What follows belongs to an exercise in optimizing a design on an open flow for small area, a short achievable clock period and few clock cycles; a production flow would make more cautious choices.
Only simulation tests tie the RTL to the original design; equivalence was not proved.
Power figures rest on the tool's default switching activity, not on a simulated workload.

--- flow/standard.sh ---
#!/bin/bash
# synth_recipe.tcl (not shown) runs the flow's synth.tcl, then flattens the netlist and writes it again
# the make line also repeats each setting of config.mk as NAME=value (left out here)
make -C /OpenROAD-flow-scripts/flow DESIGN_CONFIG=/design/flow/config.mk WORK_HOME=/design/flow/orfs CLKGATE_MAP_FILE= SYNTH_SCRIPT=/design/flow/synth_recipe.tcl "${@:-finish}"
--- flow/constraint.sdc ---
create_clock -name core_clock -period 9.0 [get_ports {clk}]
set_input_delay 1.8000 -clock core_clock [delete_from_list [all_inputs] [get_ports {clk}]]
set_output_delay 1.8000 -clock core_clock [all_outputs]
set_load 0.01 [all_outputs]
--- flow/design.v ---
`timescale 1ns/10ps
module CLE ( clk, reset, rom_q, rom_a, sram_q, sram_a, sram_d, sram_wen, finish);
input         clk;
input         reset;
input  [7:0]  rom_q;
output [6:0]  rom_a;
input  [7:0]  sram_q;
output [9:0]  sram_a;
output [7:0]  sram_d;
output        sram_wen;
output        finish;
reg  [9:0] sram_a;
reg        sram_wen;
reg        finish;
reg        s_wait, s_rs0, s_rs1, s_rs2, s_rs3, s_cmp, s_put, s_slw;
reg        early;        
reg        fin_st;       
reg  [9:0] pos;          
reg  [7:0] P;            
reg        pz;
reg        nNW, nN, nW;  
reg        fNW, fN, fW;  
reg        Lz;           
reg        wf;           
reg  [3:0] mods;         
reg  [7:0] newv;         
reg        decq;         
function [1:0] cmp8;
    input [7:0] a, b;
    reg   [7:0] g, l;
    reg   [3:0] g2, l2;
    reg   [1:0] g4, l4;
    integer i;
    begin
        for (i = 0; i < 8; i = i + 1) begin
            g[i] = a[i] & ~b[i];
            l[i] = ~a[i] & b[i];
        end
        for (i = 0; i < 4; i = i + 1) begin
            g2[i] = g[2*i+1] | (~l[2*i+1] & g[2*i]);
            l2[i] = l[2*i+1] | (~g[2*i+1] & l[2*i]);
        end
        for (i = 0; i < 2; i = i + 1) begin
            g4[i] = g2[2*i+1] | (~l2[2*i+1] & g2[2*i]);
            l4[i] = l2[2*i+1] | (~g2[2*i+1] & l2[2*i]);
        end
        cmp8 = {g4[1] | (~l4[1] & g4[0]), l4[1] | (~g4[1] & l4[0])};
    end
endfunction
reg  [6:0] rom_a;        
reg        f127;         
reg        fdone;        
reg        rv;           
reg  [7:0] cw;
reg        gap;          
assign sram_d = P;
wire [7:0] q_rev = {rom_q[0], rom_q[1], rom_q[2], rom_q[3],
                    rom_q[4], rom_q[5], rom_q[6], rom_q[7]};
wire [7:0] qm = q_rev & {~f127, 6'b111111, ~(~f127 & (rom_a == 7'd0))};
wire [6:0] nbi  = f127 ? 7'd127 : rom_a;
wire       qnz  = qm != 8'd0;
wire       nbv  = rv & ~fdone & qnz;        
wire [7:0] nb   = qm;
wire       nbadj = ~gap;                    
wire [2:0] o      = pos[2:0];
wire       rem_nz = |cw;
wire       avail  = rem_nz | nbv;
wire [7:0] srcw   = rem_nz ? cw : nb;
reg  [2:0] off, offm1;
reg  [7:0] oneh;
always @(*) begin
    casez (srcw)
    8'b???????1: begin off = 3'd0; offm1 = 3'd7; oneh = 8'b00000001; end
    8'b??????10: begin off = 3'd1; offm1 = 3'd0; oneh = 8'b00000010; end
    8'b?????100: begin off = 3'd2; offm1 = 3'd1; oneh = 8'b00000100; end
    8'b????1000: begin off = 3'd3; offm1 = 3'd2; oneh = 8'b00001000; end
    8'b???10000: begin off = 3'd4; offm1 = 3'd3; oneh = 8'b00010000; end
    8'b??100000: begin off = 3'd5; offm1 = 3'd4; oneh = 8'b00100000; end
    8'b?1000000: begin off = 3'd6; offm1 = 3'd5; oneh = 8'b01000000; end
    default:     begin off = 3'd7; offm1 = 3'd6; oneh = 8'b10000000; end
    endcase
end
wire [6:0] wd      = rem_nz ? pos[9:3] : nbi;
wire [9:0] nextpix = {wd, off};
wire [4:0] pr      = pos[9:5];
wire [4:0] pc      = pos[4:0];
wire [4:0] prm1    = pr - 5'd1;
wire [4:0] nbrm1   = nbi[6:2] - 5'd1;
wire [4:0] nrm1    = rem_nz ? prm1 : nbrm1;
wire [1:0] nwm1    = wd[1:0] - 2'd1;
wire [9:0] nx1     = {nrm1, (srcw[0] ? {nwm1, 3'd7} : {wd[1:0], offm1})};
wire       done    = fdone & ~rem_nz & ~nbv;
wire [2:0] op1     = o + 3'd1;
wire       cont    = rem_nz ? cw[op1]
                            : (rv & ~fdone & nbadj & nb[0] & (o == 3'd7) & (pos[4:3] != 2'd3));
wire       last_slw = (mods & (mods - 4'd1)) == 4'd0;
wire       nomods   = (mods == 4'd0);
wire       take     = (s_wait & avail & ~fin_st) | s_rs0 | (s_put & nomods & (cont | early));
wire       take_nb  = take & ~rem_nz;
wire       advance  = (rv & ~fdone & ~qnz) | take_nb;
always @(posedge clk or posedge reset) begin
    if (reset) begin
        rom_a <= 7'd0;
        f127  <= 1'b0;
        fdone <= 1'b0;
        rv    <= 1'b0;
        cw    <= 8'd0;
    end else begin
        if (take) cw <= srcw & ~oneh;
        rv <= ~advance;
        if (advance) begin
            if (f127)                    fdone <= 1'b1;
            else if (rom_a == 7'd126) begin
                rom_a <= 7'd0;
                f127  <= 1'b1;
            end else                     rom_a <= rom_a + 7'd1;
        end
    end
end
always @(posedge clk) begin
    if (take_nb)     gap <= 1'b0;
    else if (advance) gap <= 1'b1;
end
wire [7:0] Wv = (wf & ~Lz) ? P : 8'd0;
wire [7:0] Pe = pz ? 8'd0 : P;
wire [7:0] NE = sram_q;
wire       nwin = early ? s_rs1 : s_rs2;
wire [7:0] ca = nwin ? Wv : Pe;
wire [1:0] cab = cmp8(ca, sram_q);
wire [7:0] pmax = cab[0] ? sram_q : ca;
wire [1:0] cNP = cmp8(NE, Pe), cNn = cmp8(NE, newv), cPn = cmp8(Pe, newv);
wire [7:0] m   = (cNP[1] & cNn[1]) ? NE : (cPn[0] ? newv : Pe);
wire       plt = cPn[0] | cNP[1];           
wire       nz0 = ~|newv;
wire       nNE = |NE;
wire [3:0] mods_n = {nNW & (fNW | plt), nN & (fN | plt),
                     nNE & (cNP[0] | cNn[0]), nW & (fW | plt)};
wire       s0  = ~cPn[1] & ~cNn[1];         
wire [4:0] prp1 = pr + 5'd1;
wire [4:0] pcm1 = pc - 5'd1;
wire [4:0] pcp1 = pc + 5'd1;
wire [4:0] pcp2 = pc + 5'd2;
reg  [7:0] hoh;            
always @(*) begin
    case (pcp1[2:0])
    3'd0: hoh = 8'b00000001;
    3'd1: hoh = 8'b00000011;
    3'd2: hoh = 8'b00000111;
    3'd3: hoh = 8'b00001111;
    3'd4: hoh = 8'b00011111;
    3'd5: hoh = 8'b00111111;
    3'd6: hoh = 8'b01111111;
    default: hoh = 8'b11111111;
    endcase
end
wire       hword  = (nbi == {prp1, pcp1[4:3]});
wire       hazard = ~rem_nz & hword & ((nb & hoh) == (hoh & ~{1'b0, hoh[7:1]}));
wire       go_early = ~cont & avail & ~hazard;
always @(posedge clk) begin
    if (s_cmp) begin
        P   <= m;
        pz  <= nz0 & ~nN & ~nNE;
        nNW <= nN;
        nN  <= nNE;
        nW  <= ~nz0;
        fNW <= 1'b0;
        fN  <= 1'b0;
        fW  <= 1'b0;
    end else if (nwin | s_rs3) begin
        P   <= pmax;
        pz  <= 1'b0;
        if (nwin) begin
            nNW <= |sram_q;
            nW  <= wf & ~Lz;
            fNW <= cab[1];
            fW  <= cab[0];
        end else begin
            nN  <= |sram_q;
            fN  <= cab[1];
            fNW <= fNW | cab[0];
            fW  <= fW | cab[0];
        end
    end
    if (take) pos <= nextpix;
    if (s_wait | s_rs0 | (s_cmp & go_early))  sram_a <= nx1;
    else if (s_cmp)                           sram_a <= {prm1, pcp2};
    else if (s_rs1)                           sram_a <= {prm1, pc};
    else if (s_rs2)                           sram_a <= {prm1, pcp1};
    else if (s_slw)
        sram_a <= mods[3] ? {prm1, pcm1} : mods[2] ? {prm1, pc} :
                  mods[1] ? {prm1, pcp1} : {pr, pcm1};
    else                                      sram_a <= pos;
    if (s_cmp) early <= go_early;
    else if (s_wait | s_rs0) early <= 1'b0;
    if (s_wait | s_rs0) wf <= cont;
    else if (s_put)     wf <= cont;
    if (s_cmp) mods <= mods_n;
    else if (s_slw) begin
        if (mods[3])      mods[3] <= 1'b0;
        else if (mods[2]) mods[2] <= 1'b0;
        else if (mods[1]) mods[1] <= 1'b0;
        else              mods[0] <= 1'b0;
    end
end
always @(posedge clk or posedge reset) begin
    if (reset) begin
        s_wait <= 1'b1;
        s_rs0  <= 1'b0;
        s_rs1  <= 1'b0;
        s_rs2  <= 1'b0;
        s_rs3  <= 1'b0;
        s_cmp  <= 1'b0;
        s_put  <= 1'b0;
        s_slw  <= 1'b0;
        fin_st   <= 1'b0;
        sram_wen <= 1'b1;
        finish   <= 1'b0;
        newv     <= 8'd250;
        Lz       <= 1'b1;
    end else begin
        sram_wen <= ~((s_put & ~Lz) | s_slw);
        if (s_wait & fin_st) finish <= 1'b1;
        if (s_wait & ~avail & done) fin_st <= 1'b1;
        if (s_cmp) begin
            Lz   <= nz0;
            decq <= nz0 | s0;
        end
        if (s_put & decq) newv <= newv - 8'd1;
        s_wait <= (s_wait & ~(avail & ~fin_st)) | (s_put & nomods & ~cont & ~early & ~avail) |
                  (s_slw & last_slw & ~avail);
        s_rs0  <= (s_put & nomods & ~cont & ~early & avail) | (s_slw & last_slw & avail);
        s_rs1  <= (s_wait & avail & ~fin_st) | s_rs0 | (s_put & nomods & ~cont & early);
        s_rs2  <= s_rs1;
        s_rs3  <= s_rs2;
        s_cmp  <= s_rs3 | (s_put & nomods & cont);
        s_put  <= s_cmp;
        s_slw  <= (s_put & ~nomods) | (s_slw & ~last_slw);
    end
end
endmodule
--- flow/flow/run.sh ---
#!/bin/bash
set -euo pipefail
bash standard.sh "BUFFER_PORTS_ARGS=-buffer_cell sky130_fd_sc_hd__buf_1" SETUP_SLACK_MARGIN=6.4 finish > flow_make.log 2>&1
--- flow/config.mk ---
export PLATFORM = sky130hd
export DESIGN_NAME = CLE
export DESIGN_NICKNAME = CLE
export VERILOG_FILES = /design/flow/design.v
export SDC_FILE = /design/flow/constraint.sdc
export NUM_CORES = 4
export LEC_CHECK = 0
export ABC_AREA = 1
export CAP_MARGIN = 30
export CORE_MARGIN = 2
export CORE_UTILIZATION = 50
export CTS_BUF_LIST = sky130_fd_sc_hd__clkbuf_8
export PLACE_DENSITY = 0.6
export SLEW_MARGIN = 20
==> summary.txt, run 1 <==
Setup path
  • Crit path arrival time: 3.05 ns
  • Crit-path max FO: 8
  • Worst Setup Start Kind: input pin
  • CP dominant cell by count: nand2_1
  • Crit path capture type: flop
  • WS Path Type: in -> reg
  • Max incr delay on CP: 0.19 ns
  • Worst path bufs/invs: 4
  • Top Family by Delay on Critical Path: simple AND/OR/NAND/NOR gates
  • Critical path's slowest cell: o21a_1
  • Worst path required time: 9.14 ns
  • Critical path cell sequence: buf_12 -> clkinv_8 -> nor2_4 -> a31oi_1 -> inv_1 -> o21a_1 -> nand2_1 -> nand2_2 -> nand2_4 -> inv_6 -> nand2_1 -> nand2_1 -> nand2_1 -> nand2_1

Clocking
  • Clock Path Buffers: 2
  • Clock latency (worst-skew pair): 0.37 ns
  • H-tree depth: 3
  • Clock transition at the registers of the reported paths: 0.09 ns
  • CTS root buf: clkbuf_8
  • CTS tree: done
  • Hold Buf Count CTS: 0
  • Sink Count: 81
  • Num CTS Buffers: 9

Layout
  • Fin area: 0.008055 mm2
  • Core Util, Final: 67.34%
  • Synth-to-layout area growth: 31.79%
  • Final nets: 1041
  • Share of layout cells above drive strength 1: 30.86%
  • ANT cells: 0

Placed design
  • PortBufs: 44
  • Routability cong.: 0.9244
  • Dpl cell area: 0.006467 mm2
  • Hpwl dp: 13510 um

STA
  • Fin. Hold Viols: 0
  • Fmax: 344.0 MHz
  • Final Max Tran Viols: 0
  • Final Critical Period: 2.907 ns
  • Worst Max-Slew Pin Slew: 0.6491 ns
  • Setup TNS: 0 ns
  • RSZ-0062 raised after global routing: true
  • Worst slew margin: 56.56%
  • Setup Skew: 0.01248 ns
  • Count of final setup violators: 0
  • Fin crit share: 32.30%

Global routing
  • First-pass GRT wire length: 30200 um
  • Remaining Overflow, GRT: 0
  • Initial antenna violation count: 0
  • Largest net degree at the start of global routing: 39
  • Vias in the first global route: 6145
  • Total GRT Usage: 29.66%

Floorplanning
  • Core area: 0.01196 mm2
  • Die width: 114.6 um
  • Initial Util: 51.10%
  • Height of the chip: 114.6 um
  • Ports: 45
  • Die area: 0.01313 mm2
  • FP Rows: 40

Synthesis
  • Register area share after synthesis: 34.58%
  • Yosys warning total: 1
  • Post-synthesis cell type count: 48
  • Area leader, netlist: nand2_1
  • Syn avg cell area: 6.822 um2
  • Register bit total from synthesis: 81
  • Post-Syn Area: 0.006112 mm2
  • Synth area leaders: nand2_1 (15%), edfxtp_1 (14%), dfrtp_1 (12%), nand3_1 (7.0%), inv_1 (6.9%)
  • Mapped Cells: 896
  • Ys async rst share: 46.91%
  • Count leader, synth: nand2_1
  • Syn nets: 931
  • Post-synth EDFFs: 29
  • Top_reg_cell synth: edfxtp_1
  • Commonest cells post-synth: nand2_1 (248), inv_1 (112), nor2_1 (87), nand3_1 (86), o21ai_0 (52)
  • Synth top area share: 15.23%

Job
  • Max_cap viols: 0

Pwr
  • PD cells: 355.5 mW/mm2
  • Leakage: 3.802 nW
  • VDD IR max: 0.3211 mV

Routing
  • DR vias: 6531
  • Drt initial violations: 428
  • Total Wirelength: 19690 um
  • Vias/cell: 5.640
  • Post-DRT Antenna Nets: 0
  • WL per Instance: 17.00 um
  • First drt pass iteration count: 5
  • Residual DRC: 0

Status
  • Status: finished clean

Hold path
  • Worst Hold Class: reg -> reg
-- worst reg2reg max path, cell delays in order (launching register included) --
cell	delay, ns
edfxtp_1	0.56
ha_1	0.29
ha_1	0.46
nor2_1	0.09
o21ai_1	0.20
nand3_1	0.11
o21ai_0	0.20
nand3_2	0.14
o21ai_4	0.24
buf_6	0.17
inv_2	0.03
-- kinds of logic (layout without fill, tap and decap cells) --
logic type	after synthesis	count (layout)	share of synthesized area, %
and+or+nand+nor	494	498	35.76
adders and majority gates	17	17	3.480
buffers and inverters	143	254	9.601
muxes	1	1	0.1638
DFF	81	81	34.58
AOI/OAI and AO/OA	131	131	12.26
xor gates and xnor gates	29	29	4.156
-- final timing paths --
kind                           start       end  slack (ns)  cells past startpoint
min reg2reg                   finish    finish        0.47                      2
min in group asynchronous      reset     s_slw        1.48                      2
min                           finish    finish        0.47                      2
max reg2reg                   pos[0]     early        6.28                     10
max in group asynchronous      reset  rom_a[2]        7.05                      3
max                        sram_q[7]      P[6]        6.09                     14
-- state kept, by name, indices dropped and copies added (netlist names), 4 cells and up --
name,cells
pos,10
sram_a,10
P,8
cw,8
newv,8
rom_a,7
mods,4
-- cell usage in the layout (no fill, tap or decap), drive strengths merged, types with 6 or more instances in the layout --
cell    synthesis  routed
o211ai          7       7
clkbuf          6      26
a31oi           8       8
dfrtp          29      29
buf            11      96
xnor2           6       6
xor2           23      23
a21oi          39      39
dfxtp          14      14
o21ai          62      62
inv           122     120
ha             17      17
nand3          87      87
nor2           97      97
edfxtp         29      29
nand2         266     270
nor3           19      19
nand4          13      13
clkinv          3       7
dfstp           9       9
-- area by class of cell --
type | instances | area [um2]
clock inverter | 7 | 86.33
multi-input combinational | 676 | 4039
inverter | 125 | 525.5
timing repair buffer | 113 | 970.9
tap | 147 | 183.9
sequential | 81 | 2126
fill | 1004 | 3906
clock buffer | 9 | 123.9
-- metal layers --
layer  vias to the layer above  wire, um  track usage [%]  share of wire (%)
li1                       3153         -                -                  -
met1                      3076      7785            32.99                 40
met2                       235     10250            54.99                 52
met3                        67       837            3.864                4.3
met4                         0       820            15.12                4.2
met5                         -         0                0                  0
-- timing repair --
item	4_1_cts	5_1_grt
setup buffers	53	11
gates cloned	4	1
endpoints found under the hold margin	0	0
pin swaps	35	33
gates resized for setup	151	94
endpoints found under the setup margin	87	87
-- metrics by stage --
stage          instances  setup slack [ns]  total power, mW  hold slack [ns]
6_report            1158             6.093            2.864           0.4711
5_1_grt             1158             6.029            3.066           0.4931
4_1_cts             1144             6.109            2.691           0.4720
3_5_place_dp        1071             5.335            2.063           0.4493
3_3_place_gp        1071             5.358            2.044           0.4483
2_1_floorplan        896             5.885            1.716           0.4162
-- report_power, final --
part,internal [mW],switching (mW)
Combinational,0.704,1.17
Sequential,0.563,0.125
Clock,0.153,0.145
Total,1.42,1.44
Testbench counts, summed over its fixed seeds: cycles 52,360.
==> inputs of run 2 (changes only) <==
==> flow/flow/run.sh (replaced) <==
#!/bin/bash
set -euo pipefail
bash standard.sh "BUFFER_PORTS_ARGS=-buffer_cell sky130_fd_sc_hd__buf_1" SETUP_SLACK_MARGIN=5.6 finish > flow_make.log 2>&1
==> summary.txt, run 2 <==
Clocking
  • Post-CTS Repair Setup Buffers: 0
  • Num CTS Buffers: 9
  • Clock latency (worst-skew pair): 0.38 ns
  • CTS root buf: clkbuf_8
  • H-tree depth: 3
  • Clock Path Buffers: 2
  • Clock transition at the registers of the reported paths: 0.08 ns
  • Sink Count: 81
  • CTS tree: done

Layout
  • Synth-to-layout area growth: 7.349%
  • ANT cells: 0
  • Final nets: 972
  • Most frequent cells in the layout: nand2_1 (248), inv_1 (114), nor2_1 (87)
  • Share of layout cells above drive strength 1: 8.386%
  • # fillers: 1239
  • Commonest non-fill, non-tap cell in the layout: nand2_1
  • Leading registers by flop count: pos (10), sram_a (10)
  • Core Util, Final: 54.85%

STA
  • Setup Skew: 0.02035 ns
  • Count of final setup violators: 0
  • RSZ-0062 raised after global routing: false
  • Worst Max-Slew Pin Slew: 0.4922 ns
  • Worst slew margin: 67.11%
  • Final Max Tran Viols: 0
  • Final Critical Period: 3.259 ns
  • Setup TNS: 0 ns
  • Fin. Hold Viols: 0
  • Fmax: 306.9 MHz
  • Min Hold Slack: 0.4768 ns
  • Fin crit share: 36.21%

Floorplanning
  • Height of the chip: 114.6 um
  • Die area: 0.01313 mm2
  • Core area: 0.01196 mm2
  • Die width: 114.6 um
  • Ports: 45
  • FP Rows: 40
  • Initial Util: 51.10%

Synthesis
  • Commonest cells post-synth: nand2_1 (248), inv_1 (112), nor2_1 (87), nand3_1 (86), o21ai_0 (52)
  • Post-synthesis mux area share: 0.1638%
  • Count leader, synth: nand2_1
  • Syn avg cell area: 6.822 um2
  • Register bit total from synthesis: 81
  • Adder-Cell Fraction of Synth Area: 3.480%
  • Synth top area share: 15.23%
  • Post-synthesis compound-gate area fraction: 12.26%
  • Synth area leaders: nand2_1 (15%), edfxtp_1 (14%), dfrtp_1 (12%), nand3_1 (7.0%), inv_1 (6.9%)
  • Post-Syn Area: 0.006112 mm2
  • Area leader, netlist: nand2_1
  • Post-synth EDFFs: 29
  • Post-synthesis cell type count: 48
  • Ys async rst share: 46.91%
  • Yosys warning total: 1
  • Largest family of logic cells by synthesized area: simple AND/OR/NAND/NOR gates
  • Fraction of synthesized cell area in xor and xnor cells: 4.156%
  • Syn nets: 931
  • Register area share after synthesis: 34.58%
  • Mapped Cells: 896
  • Top_reg_cell synth: edfxtp_1
  • Synth Area in Simple Gates: 35.76%

Hold path
  • Worst hold path stage count: 2
  • Worst Hold Class: reg -> reg

Setup path
  • WS Path Type: in -> reg
  • Worst Setup Start Kind: input pin
  • R2R depth: 12
  • Crit path arrival time: 3.40 ns
  • Crit path capture type: flop
  • Crit-path max FO: 9
  • Worst path required time: 9.14 ns

Routing
  • Total Wirelength: 17930 um
  • DR vias: 6016
  • First drt pass iteration count: 5
  • Residual DRC: 0
  • Drt initial violations: 435
  • Post-DRT Antenna Nets: 0
  • WL per Instance: 16.47 um
  • Vias/cell: 5.524

Global routing
  • First-pass GRT wire length: 29240 um
  • Remaining Overflow, GRT: 0
  • Total GRT Usage: 28.71%
  • Initial antenna violation count: 0
  • Largest net degree at the start of global routing: 32
  • Vias in the first global route: 5873

Placed design
  • PortBufs: 44
  • Routability cong.: 0.9635
  • Hpwl dp: 13860 um

Status
  • Status: finished clean

Pwr
  • PD cells: 347.9 mW/mm2
  • VDD IR max: 0.1786 mV
  • Leakage: 3.207 nW
  • Post-layout power: 2.283 mW

Job
  • Max_cap viols: 0
run 2: cell types whose count changed in the layout (fill, tap and decap cells not counted), sizes merged:
cell / previous run / this run
clkbuf: 26 / 10
clkinvlp: 3 / 0
inv: 120 / 128
clkinv: 7 / 3
nand2: 270 / 266
bufinv: 2 / 0
buf: 96 / 48
run 2: final cells by class:
class                      count  area, um2  area share [%]
clock buffer                  10      137.6           2.098
clock inverter                 6      32.53          0.4958
inverter                     125      469.2           7.151
multi-input combinational    672       3430           52.27
sequential                    81       2113           32.21
tap                          147      183.9           2.803
timing repair buffer          48      195.2           2.975
run 2: routing by layer:
layer	global-route usage, %	vias to the layer above	routed length (um)	share of wire, %
met1	33.33	2792	7360	41
met3	3.812	48	648	3.6
met4	13.58	0	740	4.1
met2	52.03	176	9182	51
met5	0	-	0	0
li1	-	3000	-	-
run 2: stage by stage:
| stage | setup slack, ns | instances | instance area [um2] |
|---|---|---|---|
| finish | 5.741 | 1089 | 6561 |
| global placement | 5.329 | 1072 | 6366 |
| floorplan | 5.784 | 896 | 6112 |
| detailed placement | 5.305 | 1072 | 6366 |
| CTS | 5.717 | 1088 | 6536 |
| global route | 5.601 | 1089 | 6561 |
run 2: path summary, 6_finish.rpt:
kind / startpoint / end / slack (ns)
worst max-delay path: sram_q[7] / P[2] / 5.74
worst min-delay path: finish / finish / 0.48
worst max register to register: pos[0] / sram_a[8] / 6.00
worst min register to register: finish / finish / 0.48
max in group asynchronous: reset / sram_wen / 6.82
min in group asynchronous: reset / cw[3] / 1.38
run 2: logic make-up (layout without fill, tap and decap cells):
group / Yosys count / count (layout)
muxes: 1 / 1
DFF: 81 / 81
and+or+nand+nor: 494 / 494
buffers and inverters: 143 / 189
adders and majority gates: 17 / 17
AOI/OAI and AO/OA: 131 / 131
xor gates and xnor gates: 29 / 29
run 2: power breakdown:
group          internal [mW]  total, mW  switching [mW]
registers              0.561      0.677           0.117
logic                  0.414       1.36           0.945
clock network          0.106      0.246           0.140
run 2: worst max-delay path, stage by stage:
cell and delay (ns):
buf_1 0.20, inv_2 0.12, nor2_1 0.14, nor3_1 0.06, a21oi_1 0.17, o21a_1 0.23, nand2_1 0.07, nand2_1 0.10
nand2_2 0.13, inv_2 0.15, nand2_1 0.07, nand3_1 0.09, o21ai_2 0.05
run 2: repair_timing:
action	CTS	global route
hold buffers	0	0
setup endpoints to repair	0	32
gates resized for setup	0	4
==> inputs of run 3 (changes only) <==
==> flow/flow/run.sh (replaced) <==
#!/bin/bash
set -euo pipefail
bash standard.sh "BUFFER_PORTS_ARGS=-buffer_cell sky130_fd_sc_hd__buf_1" SETUP_SLACK_MARGIN=5.95 finish > flow_make.log 2>&1
==> summary.txt, run 3 <==
Setup path
  • Crit-path max FO: 8
  • Reg2reg start: pos[0]
  • Crit path arrival time: 3.16 ns
  • WS Path Type: in -> reg
  • Worst path required time: 9.13 ns
  • CP startpoint: sram_q[7]
  • Worst Setup Start Kind: input pin
  • Crit path capture type: flop

Pwr
  • Leakage: 3.299 nW
  • Internal Power: 1.171 mW
  • Switching Power: 1.253 mW
  • Power share of the sequential group: 28.6%
  • Sw frac: 51.69%
  • Combinational share of power: 58.7%
  • Post-layout power: 2.424 mW
  • PD cells: 349.9 mW/mm2
  • Clk pwr share: 12.8%
  • VDD IR max: 0.2233 mV

Synthesis
  • Area leader, netlist: nand2_1
  • Synth area leaders: nand2_1 (15%), edfxtp_1 (14%), dfrtp_1 (12%), nand3_1 (7.0%), inv_1 (6.9%)
  • Post-synthesis cell type count: 48
  • Register area share after synthesis: 34.58%
  • Syn avg cell area: 6.822 um2
  • Mapped Cells: 896
  • Top_reg_cell synth: edfxtp_1
  • Count leader, synth: nand2_1
  • Synth top area share: 15.23%
  • Syn nets: 931
  • Post-Syn Area: 0.006112 mm2
  • Ys async rst share: 46.91%
  • Yosys warning total: 1
  • Register bit total from synthesis: 81
  • Commonest cells post-synth: nand2_1 (248), inv_1 (112), nor2_1 (87), nand3_1 (86), o21ai_0 (52)
  • Post-synth EDFFs: 29

Floorplanning
  • Initial Util: 51.10%
  • Core area: 0.01196 mm2
  • FP Rows: 40
  • Ports: 45
  • Height of the chip: 114.6 um
  • Die width: 114.6 um
  • Die area: 0.01313 mm2

Layout
  • Leading registers by flop count: pos (10), sram_a (10)
  • Final nets: 987
  • Most frequent cells in the layout: nand2_1 (241), inv_1 (107), nand3_1 (86)
  • Share of layout cells above drive strength 1: 12.85%
  • ANT cells: 0
  • Commonest non-fill, non-tap cell in the layout: nand2_1
  • Synth-to-layout area growth: 13.37%

STA
  • Setup Skew: 0.02106 ns
  • Fin crit share: 33.61%
  • Count of final setup violators: 0
  • Fin. Hold Viols: 0
  • Fmax: 330.6 MHz
  • Final Critical Period: 3.025 ns
  • Worst Max-Slew Pin Slew: 0.9164 ns
  • RSZ-0062 raised after global routing: true
  • Min Hold Slack: 0.4685 ns
  • Worst slew margin: 38.68%
  • Final Max Tran Viols: 0
  • Setup TNS: 0 ns

Global routing
  • Initial antenna violation count: 0
  • Vias in the first global route: 5896
  • First-pass GRT wire length: 28860 um
  • Remaining Overflow, GRT: 0
  • Largest net degree at the start of global routing: 32
  • Total GRT Usage: 28.15%

Clocking
  • Sink Count: 81
  • Clock latency (worst-skew pair): 0.38 ns
  • CTS root buf: clkbuf_8
  • Hold Buf Count CTS: 0
  • Num CTS Buffers: 9
  • CTS tree: done
  • Clock transition at the registers of the reported paths: 0.09 ns
  • Clock Path Buffers: 2
  • H-tree depth: 3

Routing
  • Total Wirelength: 18030 um
  • Residual DRC: 0
  • Post-DRT Antenna Nets: 0
  • DR vias: 6102
  • WL per Instance: 16.33 um
  • First drt pass iteration count: 7
  • Vias/cell: 5.527
  • Drt initial violations: 513

Placed design
  • Hpwl dp: 13830 um
  • Routability cong.: 1.015
  • PortBufs: 44

Hold path
  • Worst Hold Class: reg -> reg
  • Worst Hold Launch: finish

Job
  • Max_cap viols: 0

Status
  • Status: finished clean
[run 3: cell counts after synthesis]
Identical to the previous run, type by type.
[run 3: worst max-delay path, stage by stage]
cell,delay (ns)
buf_8,0.11
inv_8,0.06
nand2_1,0.05
a31oi_1,0.19
inv_1,0.10
o21a_1,0.24
nand2_1,0.09
nand2_2,0.10
nand2_4,0.14
inv_6,0.06
nand2_1,0.05
nand2_1,0.05
nand2_1,0.06
nand2_1,0.05
[run 3: routing by layer]
layer  part of all wire (%)  track usage (%)
met2                     52            50.93
met5                      0                0
met3                    4.3            4.711
met1                     40            32.32
met4                    3.7            12.85
[run 3: path summary, 6_finish.rpt]
| kind | cells past startpoint | slack [ns] | endpoint |
|---|---|---|---|
| worst max register to register | 11 | 6.23 | cw[5] |
| max in group asynchronous | 3 | 6.92 | newv[3] |
| min in group asynchronous | 2 | 1.36 | cw[3] |
| worst max-delay path | 14 | 5.97 | P[6] |
| worst min-delay path | 2 | 0.47 | finish |
| worst min register to register | 2 | 0.47 | finish |
[run 3: cell families (layout without fill, tap and decap cells)]
kind of cell	after synthesis	in the layout	synth area share (%)
xor+xnor	29	29	4.156
simple gates	494	496	35.76
fa+ha+maj	17	17	3.480
compound gates	131	131	12.26
mux	1	1	0.1638
buf+inv	143	202	9.601
flops	81	81	34.58
[run 3: stage by stage]
stage	worst slack, ns	cells	instance area (um2)	utilization (%)
after floorplan	5.885	896	6116	-
after global placement	5.363	1071	6359	53.16
after detailed placement	5.350	1071	6359	53.16
after CTS	5.937	1089	6641	55.52
after global routing	5.896	1104	6929	57.93
final	5.975	1104	6929	57.93
[run 3: area by class of cell]
| class | instances | area (um2) |
|---|---|---|
| repair buffers | 61 | 321.6 |
| clock inverters | 7 | 100.1 |
| clock buffers | 9 | 123.9 |
| flip-flops and latches | 81 | 2115 |
| inverters | 125 | 490.5 |
| multi-input cells | 674 | 3595 |
| well taps | 147 | 183.9 |
| fillers | 1149 | 5032 |
[run 3: power groups by stage]
stage	Clock (mW)	Sequential (mW)	Combinational, mW
final	0.310	0.693	1.42
after floorplan	0	0.652	1.01
after CTS	0.317	0.691	1.33
after global routing	0.330	0.709	1.59
after global placement	0	0.695	1.29
after detailed placement	0	0.698	1.31
[run 3: repair_timing]
action                     4_1_cts  5_1_grt
pin swaps                        1       11
gates resized for setup         13       42
cloned                           0        2
setup endpoints to repair       33       37
buffers inserted                 2       13
==> inputs of run 4 (changes only) <==
==> flow/flow/run.sh (replaced) <==
#!/bin/bash
set -euo pipefail
bash standard.sh "BUFFER_PORTS_ARGS=-buffer_cell sky130_fd_sc_hd__buf_1" SETUP_SLACK_MARGIN=5.8 finish > flow_make.log 2>&1
--- a/flow/config.mk
+++ b/flow/config.mk
@@ -8,2 +8,3 @@
 export ABC_AREA = 1
+export ABC_CLOCK_PERIOD_IN_PS = 2000
 export CAP_MARGIN = 30
==> summary.txt, run 4 <==
Layout
  • Most frequent cells in the layout: nand2_1 (248), inv_1 (110), nor2_1 (87)
  • ANT cells: 0
  • # fillers: 1221
  • Final nets: 975
  • Multi-input logic area: 0.003477 mm2
  • Commonest non-fill, non-tap cell in the layout: nand2_1
  • Register area: 0.002113 mm2
  • Share of layout cells above drive strength 1: 9.735%
  • Leading registers by flop count: pos (10), sram_a (10)
  • Synth-to-layout area growth: 9.273%

Floorplanning
  • FP Rows: 40
  • Ports: 45
  • Die width: 114.6 um
  • Core area: 0.01196 mm2
  • Initial Util: 51.10%
  • Height of the chip: 114.6 um
  • Die area: 0.01313 mm2

Setup path
  • WS Path Type: in -> reg
  • Crit-path max FO: 9
  • Max incr delay on CP: 0.35 ns
  • Worst path bufs/invs: 1
  • Worst Setup Start Kind: input pin
  • CP dominant cell by count: nand2_1
  • Critical path's slowest cell: a31oi_1
  • Crit path capture type: flop
  • Top Family by Delay on Critical Path: simple AND/OR/NAND/NOR gates
  • Crit path arrival time: 3.21 ns
  • Critical path cell sequence: clkbuf_2 -> nor2_1 -> o21ai_0 -> a31oi_1 -> nand2_1 -> nand2_4 -> o211ai_1 -> nand3_1 -> nand2_1
  • Worst path required time: 9.13 ns

Synthesis
  • Syn avg cell area: 6.822 um2
  • Mapped Cells: 896
  • Post-Syn Area: 0.006112 mm2
  • Post-synth EDFFs: 29
  • Yosys warning total: 1
  • Register area share after synthesis: 34.58%
  • Area leader, netlist: nand2_1
  • Synth top area share: 15.23%
  • Syn nets: 931
  • Commonest cells post-synth: nand2_1 (248), inv_1 (112), nor2_1 (87), nand3_1 (86), o21ai_0 (52)
  • Ys async rst share: 46.91%
  • Count leader, synth: nand2_1
  • Top_reg_cell synth: edfxtp_1
  • Synth area leaders: nand2_1 (15%), edfxtp_1 (14%), dfrtp_1 (12%), nand3_1 (7.0%), inv_1 (6.9%)
  • Register bit total from synthesis: 81
  • Post-synthesis cell type count: 48

Routing
  • Residual DRC: 0
  • Total Wirelength: 18030 um
  • WL per Instance: 16.51 um
  • Drt initial violations: 401
  • Vias/cell: 5.568
  • First drt pass iteration count: 6
  • DR vias: 6080
  • Post-DRT Antenna Nets: 0

Global routing
  • First-pass GRT wire length: 28960 um
  • GRT met1 Usage: 32.65%
  • Grt met3 use: 4.394%
  • Vias in the first global route: 5869
  • Met2 usage: 50.49%
  • Total GRT Usage: 28.46%
  • Remaining Overflow, GRT: 0
  • Gr busiest metal: met2
  • Largest net degree at the start of global routing: 32
  • Initial antenna violation count: 0

Placed design
  • Dpl ws: 5.326 ns
  • PortBufs: 44
  • Routability cong.: 0.9559
  • Hpwl dp: 13970 um

Pwr
  • VDD IR max: 0.1660 mV
  • PD cells: 351.9 mW/mm2
  • Leakage: 3.257 nW

STA
  • Setup Skew: 0.01140 ns
  • Final setup margin: 5.915 ns
  • Worst slew margin: 47.27%
  • Fin. Hold Viols: 0
  • Final Max Tran Viols: 0
  • Fmax: 324.2 MHz
  • Final Critical Period: 3.085 ns
  • Worst Max-Slew Pin Slew: 0.7860 ns
  • Count of final setup violators: 0
  • Fin crit share: 34.27%
  • RSZ-0062 raised after global routing: false
  • Setup TNS: 0 ns

Hold path
  • Worst Hold Class: reg -> reg

Clocking
  • Sink Count: 81
  • H-tree depth: 3
  • Clock Path Buffers: 2
  • CTS tree: done
  • Clock transition at the registers of the reported paths: 0.08 ns
  • Num CTS Buffers: 9
  • Hold Buf Count CTS: 0
  • Clock latency (worst-skew pair): 0.38 ns
  • CTS root buf: clkbuf_8

Job
  • Max_cap viols: 0

Status
  • Status: finished clean
run 4: cell counts after synthesis:
No cell type changed its count.
run 4: layer usage:
layer | up-vias | wire (um)
li1 | 3007 | -
met1 | 2821 | 7312
met2 | 193 | 9109
met3 | 59 | 706
met4 | 0 | 903
met5 | - | 0
run 4: timing repair:
action / CTS / global route
setup buffers: 0 / 3
pin swaps: 0 / 0
endpoints found under the setup margin: 24 / 33
cloned: 0 / 1
gates resized for setup: 2 / 16
run 4: worst min-delay path: stages (launching register included):
cell and delay [ns]:
dfrtp_1 0.35, inv_1 0.04, nand2_1 0.05
run 4: kinds of logic (layout without fill, tap and decap cells):
group,count (synthesis),after routing,share of synthesized area [%]
AOI/OAI and AO/OA,131,131,12.26
xor gates and xnor gates,29,29,4.156
adders and majority gates,17,17,3.480
buffers and inverters,143,191,9.601
DFF,81,81,34.58
muxes,1,1,0.1638
and+or+nand+nor,494,495,35.76
run 4: per-stage QoR:
stage / instances / cell area (um2) / hold WS (ns) / power, mW / util (%)
global route: 1092 / 6679 / 0.5232 / 2.561 / 55.84
finish: 1092 / 6679 / 0.4687 / 2.350 / 55.84
detailed placement: 1071 / 6359 / 0.4506 / 2.019 / 53.16
CTS: 1087 / 6581 / 0.4723 / 2.323 / 55.02
global placement: 1071 / 6359 / 0.4450 / 2.006 / 53.16
floorplan: 896 / 6113 / 0.4162 / 1.662 / -
run 4: area by class of cell:
cell class	instances	area share, %
Tap cell	147	2.754
Multi-Input combinational cell	673	52.06
Clock inverter	5	0.9179
Timing Repair Buffer	50	3.203
Inverter	125	7.156
Clock buffer	11	2.267
Sequential cell	81	31.64
run 4: final timing paths:
kind,endpoint,cells past startpoint,from,slack (ns)
max reg2reg,sram_a[8],12,pos[0],6.06
max in group asynchronous,newv[1],3,reset,6.81
max,P[5],9,sram_q[7],5.92
min reg2reg,finish,2,finish,0.47
min,finish,2,finish,0.47
min in group asynchronous,cw[3],2,reset,1.37
run 4: power breakdown:
| part | internal (mW) | leakage, nW | switching [mW] |
|---|---|---|---|
| Combinational | 0.422 | 2.31 | 0.960 |
| Sequential | 0.561 | 0.836 | 0.114 |
| Clock | 0.145 | 0.110 | 0.148 |
==> inputs of run 5 (changes only) <==
--- a/flow/config.mk
+++ b/flow/config.mk
@@ -8,3 +8,3 @@
 export ABC_AREA = 1
-export ABC_CLOCK_PERIOD_IN_PS = 2000
+export ABC_CLOCK_PERIOD_IN_PS = 3000
 export CAP_MARGIN = 30
==> summary.txt, run 5 <==
Status
  • Status: finished clean

Synthesis
  • Ys async rst share: 46.91%
  • Mapped Cells: 896
  • Synth area leaders: nand2_1 (15%), edfxtp_1 (14%), dfrtp_1 (12%), nand3_1 (7.0%), inv_1 (6.9%)
  • Syn avg cell area: 6.822 um2
  • Yosys warning total: 1
  • Commonest cells post-synth: nand2_1 (248), inv_1 (112), nor2_1 (87), nand3_1 (86), o21ai_0 (52)
  • Post-synthesis cell type count: 48
  • Register bit total from synthesis: 81
  • Post-synth EDFFs: 29
  • Count leader, synth: nand2_1
  • Synth top area share: 15.23%
  • Syn nets: 931
  • Area leader, netlist: nand2_1
  • Post-Syn Area: 0.006112 mm2
  • Register area share after synthesis: 34.58%
  • Top_reg_cell synth: edfxtp_1

Layout
  • Final nets: 975
  • Synth-to-layout area growth: 9.273%
  • Leading registers by flop count: pos (10), sram_a (10)
  • # fillers: 1221
  • Core Util, Final: 55.84%
  • Most frequent cells in the layout: nand2_1 (248), inv_1 (110), nor2_1 (87)
  • ANT cells: 0
  • Share of layout cells above drive strength 1: 9.735%
  • Commonest non-fill, non-tap cell in the layout: nand2_1

STA
  • Final Max Tran Viols: 0
  • Count of final setup violators: 0
  • Fin crit share: 34.27%
  • Worst slew margin: 47.27%
  • Worst Max-Slew Pin Slew: 0.7860 ns
  • Fin. Hold Viols: 0
  • RSZ-0062 raised after global routing: false
  • Min Hold Slack: 0.4687 ns
  • Fmax: 324.2 MHz
  • Setup TNS: 0 ns
  • Final setup margin: 5.915 ns
  • Final Critical Period: 3.085 ns
  • Setup Skew: 0.01140 ns

Global routing
  • Vias in the first global route: 5869
  • Met2 usage: 50.49%
  • First-pass GRT wire length: 28960 um
  • Remaining Overflow, GRT: 0
  • Total GRT Usage: 28.46%
  • Gr busiest metal: met2
  • GRT met1 Usage: 32.65%
  • Grt met3 use: 4.394%
  • Initial antenna violation count: 0
  • Largest net degree at the start of global routing: 32

Setup path
  • Crit-path max FO: 9
  • Flop2flop setup slack: 6.06 ns
  • Worst R2R End: sram_a[8]
  • Critical path's slowest cell: a31oi_1
  • Crit path arrival time: 3.21 ns
  • Critical path cell sequence: clkbuf_2 -> nor2_1 -> o21ai_0 -> a31oi_1 -> nand2_1 -> nand2_4 -> o211ai_1 -> nand3_1 -> nand2_1
  • Max incr delay on CP: 0.35 ns
  • CP dominant cell by count: nand2_1
  • Crit path capture type: flop
  • WS Path Type: in -> reg
  • Worst Setup Start Kind: input pin
  • Worst path required time: 9.13 ns
  • Reg2reg start: pos[0]
  • R2R depth: 12

Hold path
  • Worst Hold Class: reg -> reg
  • Worst hold path stage count: 2
  • Worst Hold Launch: finish
  • Min-Delay Endpoint: finish

Routing
  • WL per Instance: 16.51 um
  • Residual DRC: 0
  • First drt pass iteration count: 6
  • Post-DRT Antenna Nets: 0
  • Vias/cell: 5.568
  • Total Wirelength: 18030 um
  • DR vias: 6080
  • Drt initial violations: 401

Clocking
  • CTS root buf: clkbuf_8
  • Clock latency (worst-skew pair): 0.38 ns
  • Sink Count: 81
  • CTS tree: done
  • Num CTS Buffers: 9
  • Hold Buf Count CTS: 0
  • Clock transition at the registers of the reported paths: 0.08 ns
  • H-tree depth: 3
  • Clock Path Buffers: 2

Placed design
  • PortBufs: 44
  • Hpwl dp: 13970 um
  • Routability cong.: 0.9559
  • Dpl ws: 5.326 ns

Pwr
  • VDD IR max: 0.1660 mV
  • PD cells: 351.9 mW/mm2
  • Leakage: 3.257 nW
  • Post-layout power: 2.350 mW

Floorplanning
  • Die area: 0.01313 mm2
  • Core area: 0.01196 mm2
  • Ports: 45
  • Height of the chip: 114.6 um
  • Die width: 114.6 um
  • FP Rows: 40
  • Initial Util: 51.10%

Job
  • Max_cap viols: 0
[run 5: critical path, delay by kind of cell]
| family | cells | cell delay, ns |
|---|---|---|
| buffers and inverters | 1 | 0.13 |
| AO/OA/AOI/OAI | 3 | 0.63 |
| AND/OR/NAND/NOR | 5 | 0.65 |
[run 5: timing repair]
| action | 4_1_cts | 5_1_grt |
|---|---|---|
| buffers inserted | 0 | 3 |
| cloned | 0 | 1 |
| gates resized for setup | 2 | 16 |
| pin swaps | 0 | 0 |
| endpoints found under the setup margin | 24 | 33 |
[run 5: through the flow]
stage          cell area [um2]  cells
3_3_place_gp              6359   1071
5_1_grt                   6679   1092
4_1_cts                   6581   1087
3_5_place_dp              6359   1071
6_report                  6679   1092
2_1_floorplan             6113    896
[run 5: area by class of cell]
| type | count | area [um2] | share of cell area (%) |
|---|---|---|---|
| Tap cell | 147 | 183.9 | 2.754 |
| Multi-Input combinational cell | 673 | 3477 | 52.06 |
| Clock buffer | 11 | 151.4 | 2.267 |
| Timing Repair Buffer | 50 | 214.0 | 3.203 |
| Clock inverter | 5 | 61.31 | 0.9179 |
| Inverter | 125 | 478.0 | 7.156 |
| Sequential cell | 81 | 2113 | 31.64 |
[run 5: worst max path at each step]
stage               from         to  slack [ns]  depth (start not counted)
3_3_place_gp    rom_q[1]  sram_a[8]        5.32                         13
3_5_place_dp    rom_q[1]     pos[9]        5.33                         13
6_report       sram_q[7]       P[5]        5.92                          9
4_1_cts        sram_q[7]       P[2]        5.82                         13
2_1_floorplan  sram_q[7]       P[3]        5.88                         13
5_1_grt        sram_q[7]       P[6]        5.80                         11
[run 5: power breakdown]
part	switching (mW)	leakage, nW	total, mW	internal (mW)
clock	0.148	0.110	0.293	0.145
sequential	0.114	0.836	0.675	0.561
combinational	0.960	2.31	1.38	0.422
[run 5: cells by family after synthesis]
family          after synthesis  share of synthesized area [%]
compound gates              131                          12.26
xor+xnor                     29                          4.156
fa+ha+maj                    17                          3.480
buf+inv                     143                          9.601
flops                        81                          34.58
mux                           1                         0.1638
simple gates                494                          35.76
[run 5: layer usage]
layer	vias to the layer above	wire, um	share of wire [%]
li1	3007	-	-
met1	2821	7312	41
met2	193	9109	51
met3	59	706	3.9
met4	0	903	5.0
met5	-	0	0
==> inputs of run 6 (changes only) <==
--- a/flow/config.mk
+++ b/flow/config.mk
@@ -8,3 +8,2 @@
 export ABC_AREA = 1
-export ABC_CLOCK_PERIOD_IN_PS = 3000
 export CAP_MARGIN = 30
@@ -13,2 +12,3 @@
 export CTS_BUF_LIST = sky130_fd_sc_hd__clkbuf_8
+export GPL_ROUTABILITY_DRIVEN = 0
 export PLACE_DENSITY = 0.6
==> summary.txt, run 6 <==
Layout
  • # fillers: 1193
  • Final nets: 976
  • Most frequent cells in the layout: nand2_1 (247), inv_1 (109), nor2_1 (86), nand3_1 (86), o21ai_0 (52)
  • Synth-to-layout area growth: 9.519%
  • Share of layout cells above drive strength 1: 10.25%
  • Commonest non-fill, non-tap cell in the layout: nand2_1
  • ANT cells: 0
  • Leading registers by flop count: pos (10), sram_a (10)

Routing
  • Total Wirelength: 17240 um
  • WL per Instance: 15.77 um
  • Vias/cell: 5.530
  • DR vias: 6044
  • First drt pass iteration count: 5
  • Residual DRC: 0
  • Post-DRT Antenna Nets: 0
  • Drt initial violations: 358

Setup path
  • CP dominant cell by count: nand2_1
  • Crit path arrival time: 3.24 ns
  • Max incr delay on CP: 0.34 ns
  • WS Path Type: in -> reg
  • Critical path cell sequence: buf_1 -> inv_1 -> o21ai_0 -> a31oi_1 -> nand2_1 -> nand2_4 -> inv_4 -> nand2_1 -> nand2_1 -> nand2_1 -> nand2_1
  • Reg2reg start: pos[0]
  • Crit path capture type: flop
  • Worst path required time: 9.16 ns
  • Crit-path max FO: 9
  • Critical path's slowest cell: a31oi_1
  • Flop2flop setup slack: 6.15 ns
  • R2R depth: 15
  • Top Family by Delay on Critical Path: simple AND/OR/NAND/NOR gates
  • Worst path bufs/invs: 3
  • Worst Setup Start Kind: input pin
  • Worst R2R End: rom_a[2]

Global routing
  • First-pass GRT wire length: 27940 um
  • Met2 usage: 47.69%
  • Gr busiest metal: met2
  • GRT met1 Usage: 32.28%
  • Total GRT Usage: 27.11%
  • Remaining Overflow, GRT: 0
  • Vias in the first global route: 5839
  • Initial antenna violation count: 0
  • Largest net degree at the start of global routing: 32
  • Grt met3 use: 3.653%

Synthesis
  • Register area share after synthesis: 34.58%
  • Count leader, synth: nand2_1
  • Syn nets: 931
  • Ys async rst share: 46.91%
  • Synth top area share: 15.23%
  • Post-synth EDFFs: 29
  • Mapped Cells: 896
  • Commonest cells post-synth: nand2_1 (248), inv_1 (112), nor2_1 (87), nand3_1 (86), o21ai_0 (52)
  • Yosys warning total: 1
  • Top_reg_cell synth: edfxtp_1
  • Synth area leaders: nand2_1 (15%), edfxtp_1 (14%), dfrtp_1 (12%), nand3_1 (7.0%), inv_1 (6.9%)
  • Post-synthesis cell type count: 48
  • Register bit total from synthesis: 81
  • Area leader, netlist: nand2_1
  • Post-Syn Area: 0.006112 mm2
  • Syn avg cell area: 6.822 um2

STA
  • Final Critical Period: 3.082 ns
  • Min Hold Slack: 0.4835 ns
  • Worst slew margin: 62.88%
  • Count of final setup violators: 0
  • Final Max Tran Viols: 0
  • Fmax: 324.5 MHz
  • Final setup margin: 5.918 ns
  • RSZ-0062 raised after global routing: true
  • Worst Max-Slew Pin Slew: 0.5548 ns
  • Fin. Hold Viols: 0
  • Setup TNS: 0 ns
  • Fin crit share: 34.24%
  • Setup Skew: 0.01489 ns

Pwr
  • Leakage: 3.255 nW
  • Post-layout power: 2.344 mW
  • PD cells: 350.2 mW/mm2
  • VDD IR max: 0.2150 mV

Hold path
  • Worst hold path stage count: 2
  • Worst Hold Launch: finish
  • Worst Hold Class: reg -> reg
  • Min-Delay Endpoint: finish

Placed design
  • Hpwl dp: 13260 um
  • PortBufs: 44
  • Dpl ws: 5.317 ns

Floorplanning
  • Ports: 45
  • Initial Util: 51.10%
  • Height of the chip: 114.6 um
  • FP Rows: 40
  • Die area: 0.01313 mm2
  • Die width: 114.6 um
  • Core area: 0.01196 mm2

Clocking
  • Hold Buf Count CTS: 0
  • CTS root buf: clkbuf_8
  • H-tree depth: 3
  • Clock latency (worst-skew pair): 0.39 ns
  • Sink Count: 81
  • Clock transition at the registers of the reported paths: 0.10 ns
  • CTS tree: done
  • Clock Path Buffers: 2
  • Num CTS Buffers: 9

Job
  • Max_cap viols: 0

Status
  • Status: finished clean
run 6: worst max-delay path by stage:
stage | from | endpoint | slack (ns) | cells after the start
final | sram_q[4] | P[3] | 5.92 | 11
after detailed placement | sram_q[7] | P[2] | 5.32 | 13
after global routing | sram_q[7] | P[4] | 5.80 | 13
after CTS | sram_q[7] | P[2] | 5.82 | 13
after global placement | sram_q[7] | P[2] | 5.33 | 13
after floorplan | sram_q[7] | P[3] | 5.88 | 13
run 6: worst register-to-register path: cells and delay by family, from the launching register on:
kind | cells | cell delay, ns
compound gates | 3 | 0.53
fa+ha+maj | 1 | 0.43
flops | 1 | 0.56
simple gates | 9 | 0.93
buf+inv | 2 | 0.34
run 6: logic make-up after synthesis:
logic type      Yosys count  share of synthesized area [%]
xor+xnor                 29                          4.156
mux                       1                         0.1638
compound gates          131                          12.26
simple gates            494                          35.76
flops                    81                          34.58
buf+inv                 143                          9.601
fa+ha+maj                17                          3.480
run 6: timing repair:
| action | CTS | global route |
|---|---|---|
| setup buffers | 1 | 2 |
| hold endpoints to repair | 0 | 0 |
| gates resized for setup | 6 | 15 |
| setup endpoints to repair | 24 | 33 |
| gates cloned | 0 | 1 |
run 6: per-stage QoR:
step / std cells / cell area (um2) / utilization (%)
finish: 1093 / 6694 / 55.96
global route: 1093 / 6694 / 55.96
CTS: 1089 / 6606 / 55.23
detailed placement: 1072 / 6366 / 53.22
global placement: 1072 / 6366 / 53.22
floorplan: 896 / 6113 / -
run 6: report_power, final:
part,internal (mW),total [mW],switching (mW)
clock,0.139,0.292,0.154
combinational,0.427,1.37,0.946
sequential,0.561,0.678,0.118
run 6: final cells by class:
class	count	area, um2	share of cell area [%]
multi-input cells	673	3488	52.11
flip-flops and latches	81	2113	31.57
inverters	125	478.0	7.140
repair buffers	51	221.5	3.308
well taps	147	183.9	2.748
clock buffers	10	137.6	2.056
clock inverters	6	71.32	1.065
run 6: routing by layer:
metal	up-vias	share of wire [%]	routed length (um)
met3	53	4.2	723
met5	-	0	0
li1	3005	-	-
met4	0	3.8	657
met2	176	51	8717
met1	2810	41	7137
==> inputs of run 7 (changes only) <==
--- a/flow/config.mk
+++ b/flow/config.mk
@@ -12,3 +12,2 @@
 export CTS_BUF_LIST = sky130_fd_sc_hd__clkbuf_8
-export GPL_ROUTABILITY_DRIVEN = 0
 export PLACE_DENSITY = 0.6
==> summary.txt, run 7 <==
STA
  • Setup TNS: 0 ns
  • Count of final setup violators: 0
  • Min Hold Slack: 0.4687 ns
  • Fmax: 324.2 MHz
  • RSZ-0062 raised after global routing: false
  • Fin. Hold Viols: 0
  • Fin crit share: 34.27%
  • Final Critical Period: 3.085 ns
  • Final Max Tran Viols: 0
  • Worst slew margin: 47.27%
  • Worst Max-Slew Pin Slew: 0.7860 ns
  • Setup Skew: 0.01140 ns

Setup path
  • Crit-path max FO: 9
  • WS Path Type: in -> reg
  • Crit path arrival time: 3.21 ns
  • Reg2reg start: pos[0]
  • Worst Setup Start Kind: input pin
  • Worst path required time: 9.13 ns
  • Crit path capture type: flop
  • R2R depth: 12
  • Flop2flop setup slack: 6.06 ns
  • Worst R2R End: sram_a[8]

Clocking
  • Clock transition at the registers of the reported paths: 0.08 ns
  • CTS root buf: clkbuf_8
  • Clock Path Buffers: 2
  • Num CTS Buffers: 9
  • Clock latency (worst-skew pair): 0.38 ns
  • Sink Count: 81
  • H-tree depth: 3
  • CTS tree: done

Routing
  • Vias/cell: 5.568
  • Residual DRC: 0
  • Wire length on met2: 9109 um
  • DR vias: 6080
  • First drt pass iteration count: 6
  • WL met1: 7312 um
  • Metal3 WL: 706 um
  • DR top layer: met4
  • WL per Instance: 16.51 um
  • Post-DRT Antenna Nets: 0
  • Drt initial violations: 401
  • Total Wirelength: 18030 um

Synthesis
  • Syn nets: 931
  • Register area share after synthesis: 34.58%
  • Synth top area share: 15.23%
  • Synth area leaders: nand2_1 (15%), edfxtp_1 (14%), dfrtp_1 (12%), nand3_1 (7.0%), inv_1 (6.9%)
  • Syn avg cell area: 6.822 um2
  • Yosys warning total: 1
  • Register bit total from synthesis: 81
  • Commonest cells post-synth: nand2_1 (248), inv_1 (112), nor2_1 (87), nand3_1 (86), o21ai_0 (52)
  • Post-synth EDFFs: 29
  • Post-synthesis cell type count: 48
  • Count leader, synth: nand2_1
  • Mapped Cells: 896
  • Ys async rst share: 46.91%
  • Area leader, netlist: nand2_1
  • Post-Syn Area: 0.006112 mm2
  • Top_reg_cell synth: edfxtp_1

Layout
  • Commonest non-fill, non-tap cell in the layout: nand2_1
  • ANT cells: 0
  • Final nets: 975
  • Share of layout cells above drive strength 1: 9.735%
  • Most frequent cells in the layout: nand2_1 (248), inv_1 (110), nor2_1 (87)
  • Synth-to-layout area growth: 9.273%
  • Fin area: 0.006679 mm2
  • Leading registers by flop count: pos (10), sram_a (10)

Pwr
  • Sw frac: 52.01%
  • Power share of the sequential group: 28.7%
  • Clk pwr share: 12.5%
  • Switching Power: 1.222 mW
  • Internal Power: 1.128 mW
  • PD cells: 351.9 mW/mm2
  • Post-layout power: 2.350 mW
  • Combinational share of power: 58.8%
  • Leakage: 3.257 nW
  • VDD IR max: 0.1660 mV

Placed design
  • PortBufs: 44
  • Hpwl dp: 13970 um
  • Routability cong.: 0.9559
  • Dpl cell area: 0.006359 mm2

Global routing
  • Vias in the first global route: 5869
  • Remaining Overflow, GRT: 0
  • Initial antenna violation count: 0
  • First-pass GRT wire length: 28960 um
  • Largest net degree at the start of global routing: 32
  • Total GRT Usage: 28.46%

Floorplanning
  • Core area: 0.01196 mm2
  • Initial Util: 51.10%
  • Ports: 45
  • Die area: 0.01313 mm2
  • Height of the chip: 114.6 um
  • FP Rows: 40
  • Die width: 114.6 um

Job
  • Max_cap viols: 0

Hold path
  • Worst Hold Class: reg -> reg
  • Worst Hold Launch: finish
  • Worst hold path stage count: 2
  • Min-Delay Endpoint: finish

Status
  • Status: finished clean
[run 7: repair_timing]
item / 4_1_cts / 5_1_grt
cloned: 0 / 1
endpoints found under the hold margin: 0 / 0
hold buffers: 0 / 0
buffers inserted: 0 / 3
endpoints found under the setup margin: 24 / 33
resized for setup: 2 / 16
[run 7: power by group through the flow]
stage                     Sequential (mW)  Clock (mW)  Combinational (mW)
after floorplan                     0.652           0                1.01
after global routing                0.689       0.313                1.56
after global placement              0.679           0                1.33
after detailed placement            0.680           0                1.34
after CTS                           0.673       0.301                1.35
final                               0.675       0.293                1.38
[run 7: how the worst max path moves through the flow]
| stage | start | end | slack [ns] | cells after the start |
|---|---|---|---|---|
| floorplan | sram_q[7] | P[3] | 5.88 | 13 |
| global placement | rom_q[1] | sram_a[8] | 5.32 | 13 |
| detailed placement | rom_q[1] | pos[9] | 5.33 | 13 |
| CTS | sram_q[7] | P[2] | 5.82 | 13 |
| global route | sram_q[7] | P[6] | 5.80 | 11 |
| finish | sram_q[7] | P[5] | 5.92 | 9 |
[run 7: routing by layer]
layer,up-vias,GRT usage [%]
met5,-,0
met4,0,15.77
met3,59,4.394
met2,193,50.49
met1,2821,32.65
li1,3007,-
[run 7: metrics by stage]
stage               util (%)  setup WS [ns]  cells
floorplan                  -          5.883    896
global placement       53.16          5.324   1071
detailed placement     53.16          5.326   1071
CTS                    55.02          5.820   1087
global route           55.84          5.796   1092
finish                 55.84          5.915   1092
[run 7: worst max-delay path: stages]
cell and delay, ns:
clkbuf_2 0.13, nor2_1 0.17, o21ai_0 0.14, a31oi_1 0.35
nand2_1 0.18, nand2_4 0.16, o211ai_1 0.14, nand3_1 0.09
nand2_1 0.05
[run 7: cell type report]
class,count,area (um2)
multi-input cells,673,3477
clock buffers,11,151.4
repair buffers,50,214.0
flip-flops and latches,81,2113
clock inverters,5,61.31
fillers,1221,5283
well taps,147,183.9
inverters,125,478.0
[run 7: kinds of logic after synthesis]
kind of cell / after synthesis / synth area share, %
buf+inv: 143 / 9.601
simple gates: 494 / 35.76
fa+ha+maj: 17 / 3.480
mux: 1 / 0.1638
xor+xnor: 29 / 4.156
flops: 81 / 34.58
compound gates: 131 / 12.26
==> inputs of run 8 (changes only) <==
--- a/flow/config.mk
+++ b/flow/config.mk
@@ -10,5 +10,5 @@
 export CORE_MARGIN = 2
-export CORE_UTILIZATION = 50
+export CORE_UTILIZATION = 60
 export CTS_BUF_LIST = sky130_fd_sc_hd__clkbuf_8
-export PLACE_DENSITY = 0.6
+export PLACE_DENSITY = 0.75
 export SLEW_MARGIN = 20
==> summary.txt, run 8 <==
Status
  • Status: finished clean

Setup path
  • Worst Setup Start Kind: input pin
  • Critical path's slowest cell: buf_1
  • R2R depth: 12
  • Worst path required time: 9.14 ns
  • Max incr delay on CP: 0.23 ns
  • WS Path Type: in -> reg
  • Crit path capture type: flop
  • Worst path bufs/invs: 2
  • Crit path arrival time: 3.27 ns
  • Critical path cell sequence: buf_1 -> inv_1 -> nand2_1 -> nand2_1 -> nand2_1 -> nor2_2 -> nor2_2 -> nand2_4 -> nand2_4 -> nand2_1 -> nand3_1 -> nand2_1
  • CP dominant cell by count: nand2_1
  • Top Family by Delay on Critical Path: simple AND/OR/NAND/NOR gates
  • CP startpoint: sram_q[4]
  • Flop2flop setup slack: 6.19 ns
  • Crit-path max FO: 10
  • Worst R2R End: pos[7]
  • Reg2reg start: pos[1]

Synthesis
  • Register bit total from synthesis: 81
  • Yosys warning total: 1
  • Synth top area share: 15.23%
  • Syn avg cell area: 6.822 um2
  • Post-Syn Area: 0.006112 mm2
  • Post-synthesis cell type count: 48
  • Commonest cells post-synth: nand2_1 (248), inv_1 (112), nor2_1 (87), nand3_1 (86), o21ai_0 (52)
  • Ys async rst share: 46.91%
  • Register area share after synthesis: 34.58%
  • Syn nets: 931
  • Area leader, netlist: nand2_1
  • Mapped Cells: 896
  • Count leader, synth: nand2_1
  • Post-synth EDFFs: 29
  • Synth area leaders: nand2_1 (15%), edfxtp_1 (14%), dfrtp_1 (12%), nand3_1 (7.0%), inv_1 (6.9%)
  • Top_reg_cell synth: edfxtp_1

Placed design
  • PortBufs: 44
  • Routability cong.: 1.013
  • Cell Count Post-Placement: 1058
  • Dpl cell area: 0.006349 mm2
  • Hpwl dp: 13080 um

Clocking
  • Num CTS Buffers: 9
  • CTS root buf: clkbuf_8
  • H-tree depth: 3
  • Clock Path Buffers: 2
  • Sink Count: 81
  • CTS tree: done
  • Clock latency (worst-skew pair): 0.38 ns
  • Hold Buf Count CTS: 0
  • Clock transition at the registers of the reported paths: 0.09 ns

Routing
  • Vias/cell: 5.786
  • Total Wirelength: 17240 um
  • First drt pass iteration count: 8
  • WL per Instance: 15.96 um
  • Drt initial violations: 581
  • Post-DRT Antenna Nets: 0
  • DR vias: 6249
  • Residual DRC: 0

Global routing
  • Vias in the first global route: 5484
  • Largest net degree at the start of global routing: 39
  • Initial antenna violation count: 0
  • First-pass GRT wire length: 27450 um
  • Remaining Overflow, GRT: 0
  • Total GRT Usage: 31.44%

STA
  • Fmax: 319.9 MHz
  • Worst slew margin: 44.14%
  • Worst Max-Slew Pin Slew: 0.8348 ns
  • Count of final setup violators: 0
  • Min Hold Slack: 0.4828 ns
  • Final Critical Period: 3.126 ns
  • Fin. Hold Viols: 0
  • Fin crit share: 34.74%
  • Final Max Tran Viols: 0
  • Setup TNS: 0 ns
  • Setup Skew: 0.009590 ns
  • RSZ-0062 raised after global routing: false

Pwr
  • Leakage: 3.241 nW
  • VDD IR max: 0.3597 mV
  • PD cells: 354.1 mW/mm2
  • Post-layout power: 2.353 mW

Layout
  • Share of layout cells above drive strength 1: 9.715%
  • Register area: 0.002113 mm2
  • Fin area: 0.006645 mm2
  • Multi-input logic area: 0.003457 mm2
  • Post-Layout Cell Count: 1080
  • Most frequent cells in the layout: nand2_1 (248), inv_1 (111), nor2_1 (87)
  • Leading registers by flop count: pos (10), sram_a (10)
  • # fillers: 856
  • Commonest non-fill, non-tap cell in the layout: nand2_1
  • Synth-to-layout area growth: 8.721%
  • ANT cells: 0
  • Final nets: 977

Hold path
  • Worst Hold Class: reg -> reg
  • Worst Hold Launch: gap
  • Min-Delay Endpoint: gap
  • Worst hold path stage count: 2

Floorplanning
  • Core area: 0.009819 mm2
  • Die area: 0.01101 mm2
  • Initial Util: 62.25%
  • Die width: 104.9 um
  • FP Rows: 36
  • Height of the chip: 104.9 um
  • Ports: 45

Job
  • Max_cap viols: 0
==> run 8: what timing repair did <==
| action | in CTS | in global routing |
|---|---|---|
| buffers inserted | 0 | 6 |
| resized for setup | 0 | 14 |
| endpoints found under the setup margin | 0 | 33 |
==> run 8: cell type report <==
| type | count | share of cell area [%] |
|---|---|---|
| clock buffers | 10 | 2.071 |
| clock inverters | 6 | 0.8850 |
| inverters | 125 | 7.155 |
| multi-input cells | 672 | 52.02 |
| flip-flops and latches | 81 | 31.80 |
| well taps | 133 | 2.504 |
| repair buffers | 53 | 3.559 |
==> run 8: report_power, final <==
group	switching (mW)	internal, mW
Combinational	0.985	0.423
Clock	0.139	0.134
Sequential	0.112	0.561
==> run 8: worst min-delay path, cell delays in order, from the launching register on <==
cell	delay [ns]
dfxtp_1	0.31
inv_1	0.07
a21oi_1	0.06
==> run 8: kinds of logic after synthesis <==
kind of cell / Yosys count / synth area share (%)
multiplexers: 1 / 0.1638
flip-flops: 81 / 34.58
AND/OR/NAND/NOR: 494 / 35.76
buffers and inverters: 143 / 9.601
XOR/XNOR: 29 / 4.156
adder cells (fa/ha/maj): 17 / 3.480
AO/OA/AOI/OAI: 131 / 12.26
==> run 8: how the worst max path moves through the flow <==
| stage | depth (start not counted) | end | slack (ns) |
|---|---|---|---|
| floorplan | 13 | P[3] | 5.88 |
| global placement | 13 | pos[8] | 5.46 |
| detailed placement | 12 | sram_a[0] | 5.39 |
| CTS | 12 | sram_a[0] | 5.80 |
| global route | 12 | P[4] | 5.82 |
| finish | 12 | P[4] | 5.87 |
==> run 8: per-stage QoR <==
step / setup slack [ns] / utilization, %
final: 5.874 / 67.67
after CTS: 5.801 / 66.65
after detailed placement: 5.388 / 64.65
after global routing: 5.818 / 67.67
after floorplan: 5.883 / -
after global placement: 5.465 / 64.65
==> run 8: metal layers <==
layer / part of all wire, % / track usage [%] / wire length [um]
met5: 0 / 0 / 0
met4: 0.82 / 7.238 / 142
met3: 10 / 7.548 / 1725
met2: 42 / 43.65 / 7256
met1: 47 / 49.04 / 8112

-- what the ideal ports hide --
In the flow no input, the clock included, has a driving cell. The finished layouts below were timed again as built, in two steps.
Step 1 sets driving cells, clkbuf_16 on the clock port and buf_2 on the other inputs (assumed; they add their load-dependent delay and slew).
Step 2 times the ports against the registers' clock, not the clock port: input delays grow and output delays shrink by t, the midpoint of the rising clock arrivals with the driver on.
a / b / c = ideal / step 1 / step 2; a / b = the first two.
run | shift t [ns] | slack for setup (ns) | worst register clock-pin slew, ns
run 1 | 0.404 | 6.093 / 6.078 / 5.674 | 0.09 / 0.09
run 2 | 0.403 | 5.741 / 5.751 / 5.348 | 0.09 / 0.09
run 3 | 0.403 | 5.975 / 5.970 / 5.566 | 0.10 / 0.10
run 4 | 0.415 | 5.915 / 5.932 / 5.517 | 0.09 / 0.09
run 5 | 0.415 | 5.915 / 5.932 / 5.517 | 0.09 / 0.09
run 6 | 0.417 | 5.918 / 5.934 / 5.516 | 0.10 / 0.10
run 7 | 0.415 | 5.915 / 5.932 / 5.517 | 0.09 / 0.09
run 8 | 0.410 | 5.874 / 5.885 / 5.475 | 0.09 / 0.09
After both steps setup and hold are still met in every run listed. The setup slack of run 1, which loses most, moves by -0.015 ns with the drivers and by -0.419 ns with both steps.
